What follows belongs to an exercise in optimizing a design on an open flow for small area; a production flow would make more cautious choices.
Function was checked by simulation only, so behaviour that the tests miss may differ from the original.

== the reference run ==
==> flow/design.v (excerpt) <==
module eeg_filter_chain(
    input                   clk,
    input                   rst,
    input                   en,
    input   signed [31:0]   in_signal,
    output  signed [31:0]   out_signal,
    output                  valid
    );
wire clr = rst | ~en;
logic [7:0] cnt;             
logic       vld;
wire        add_en  = (cnt >= 8'd6);
wire        sub_en  = (cnt >= 8'd135);
wire        vld_nxt = (cnt >= 8'd157);
always_ff @(posedge clk) begin
    if (clr) begin
        cnt <= 0;
        vld <= 0;
    end else begin
        if (cnt != 8'd157) cnt <= cnt + 1'b1;
        vld <= vld_nxt;
    end
end
logic [31:0] u1, u2;
logic [31:0] f0, f1, f2, f3;         
logic [126*32-1:0] win;              
logic [39:0] rsum_n;
logic [23*32-1:0] fline;             
logic [48-1:0] fcs;                 
logic fcin;
logic [31:0] outr;
wire [31:0] l127 = win[(127-4)*32 +: 32];
wire [31:0] l129 = win[(129-4)*32 +: 32];
wire [31:0] addv = add_en ? f0   : 32'd0;
wire [31:0] subv = sub_en ? l129 : 32'd0;
logic [3:0] gate;       
always_ff @(posedge clk) begin
    if (clr) gate <= 4'd0;
    else     gate <= {gate[2:0], 1'b1};
end
wire [31:0] u1g = u1 & {32{gate[0]}};
wire [31:0] u2g = u2 & {32{gate[1]}};
wire [31:0] f2g = f2 & {32{gate[2]}};
wire [31:0] f3g = f3 & {32{gate[3]}};
wire [31:0] m0 = fline[0*32 +: 32];
wire [31:0] m1 = fline[1*32 +: 32];
wire [31:0] m2 = fline[2*32 +: 32];
wire [31:0] m3 = fline[3*32 +: 32];
wire [31:0] m4 = fline[4*32 +: 32];
wire [31:0] m5 = fline[5*32 +: 32];
wire [31:0] m6 = fline[6*32 +: 32];
wire [31:0] m7 = fline[7*32 +: 32];
wire [31:0] m8 = fline[8*32 +: 32];
wire [31:0] m9 = fline[9*32 +: 32];
wire [31:0] m10 = fline[10*32 +: 32];
wire [31:0] m11 = fline[11*32 +: 32];
wire [31:0] m12 = fline[12*32 +: 32];
wire [31:0] m13 = fline[13*32 +: 32];
wire [31:0] m14 = fline[14*32 +: 32];
wire [31:0] m15 = fline[15*32 +: 32];
wire [31:0] m16 = fline[16*32 +: 32];
wire [31:0] m17 = fline[17*32 +: 32];
wire [31:0] m18 = fline[18*32 +: 32];
wire [31:0] m19 = fline[19*32 +: 32];
wire [31:0] m20 = fline[20*32 +: 32];
wire [31:0] m21 = fline[21*32 +: 32];
wire [31:0] m22 = fline[22*32 +: 32];
wire s1, c1;
eeg_fa fa1 (.a(u1g[1]), .b(f2g[0]), .c(f3g[1]), .s(s1), .co(c1));
wire s2, c2;
eeg_fa fa2 (.a(u1g[2]), .b(f2g[1]), .c(f3g[2]), .s(s2), .co(c2));
wire s3, c3;
eeg_fa fa3 (.a(u1g[3]), .b(f2g[2]), .c(f3g[3]), .s(s3), .co(c3));
  ...
Settings: LEC_CHECK=0, CAP_MARGIN=20, CORE_MARGIN=2, CORE_UTILIZATION=60, PLACE_DENSITY=0.7, SLEW_MARGIN=20, SYNTH_HIERARCHICAL=1, SYNTH_MINIMUM_KEEP_SIZE=0; clock period 18.0 ns.
standard.sh (not shown) runs the stock make flow with config.mk's settings and CLKGATE_MAP_FILE= SYNTH_SCRIPT=/design/flow/synth_recipe.tcl, a recipe that flattens the netlist after the stock synthesis.
==> flow/flow/run.sh <==
#!/bin/bash
# Own flow: the standard layout (standard.sh: unchanged synthesis and
# steps) with two settings passed through the environment:
#  - clock-tree synthesis without dummy loads, with clkbuf_4 buffers in
#    clusters of at most 11 flip-flops;
#  - port buffers of the smallest buffer cell.
set -euo pipefail
export CTS_ARGS="-sink_clustering_enable -repair_clock_nets -dont_use_dummy_load -buf_list sky130_fd_sc_hd__clkbuf_4 -sink_clustering_size 11 -sink_clustering_max_diameter 40"
export BUFFER_PORTS_ARGS="-buffer_cell sky130_fd_sc_hd__buf_1"
bash standard.sh > standard_make.log 2>&1
The reference run finished every step from synthesis to the final layout, and the layout passed the timing, design-rule and antenna checks.
The inputs of the trial run differ from those of the reference run as listed below.
==> flow/flow/run.sh <==
#!/bin/bash
# Own flow: the standard layout (standard.sh: unchanged synthesis and
# steps) with two settings passed through the environment:
#  - clock-tree synthesis without dummy loads, with clkbuf_8 buffers in
#    clusters of at most 18 flip-flops;
#  - port buffers of the smallest buffer cell.
set -euo pipefail
export CTS_ARGS="-sink_clustering_enable -repair_clock_nets -dont_use_dummy_load -buf_list sky130_fd_sc_hd__clkbuf_8 -sink_clustering_size 18 -sink_clustering_max_diameter 60"
export BUFFER_PORTS_ARGS="-buffer_cell sky130_fd_sc_hd__buf_1"
bash standard.sh > standard_make.log 2>&1
[summary]
- Between the reference run and the trial run, the global-route usage does not differ in any meaningful way.
- Re final instance area: the trial run is 0.32% up on the reference run.
- The reference run has a higher antenna diode count than the trial run.
- Between the trial run and the reference run, the sequential share of layout area is lower for the trial run.
- On aggregate routed wire length, the trial run and the reference run are neck and neck.
- Detailed-routed wire length on met3 | the trial run below the reference run
- Delta (the trial run minus the reference run): post-layout utilization of the core went up by 0.20 points, clock transition at the register clock pins on the worst setup and hold paths after CTS roughly the same, sequential cell count flat.

## port drivers added, routing unchanged
The flow's constraints put no driver on any port. The routed layouts listed below were extracted and timed again, unchanged, in two steps. Step 1 sets driving cells, clkbuf_16 on the clock port and buf_2 on the other inputs (assumed; they add their load-dependent delay and slew). Step 2, shift: input delay + t, output delay - t, t = (earliest + latest rising clock arrival at the registers) / 2. This alone moves slack from input paths to output paths. Three values: ideal, step 1, step 2; two values: the first two.
run	t, ns	setup slack, ns	worst slew at a driven data input, ns
the reference run	1.367	1.606 / 1.606 / 1.606	0.07
the trial run	1.089	1.681 / 1.681 / 1.681	0.07
After both steps setup and hold are still met in every run listed.
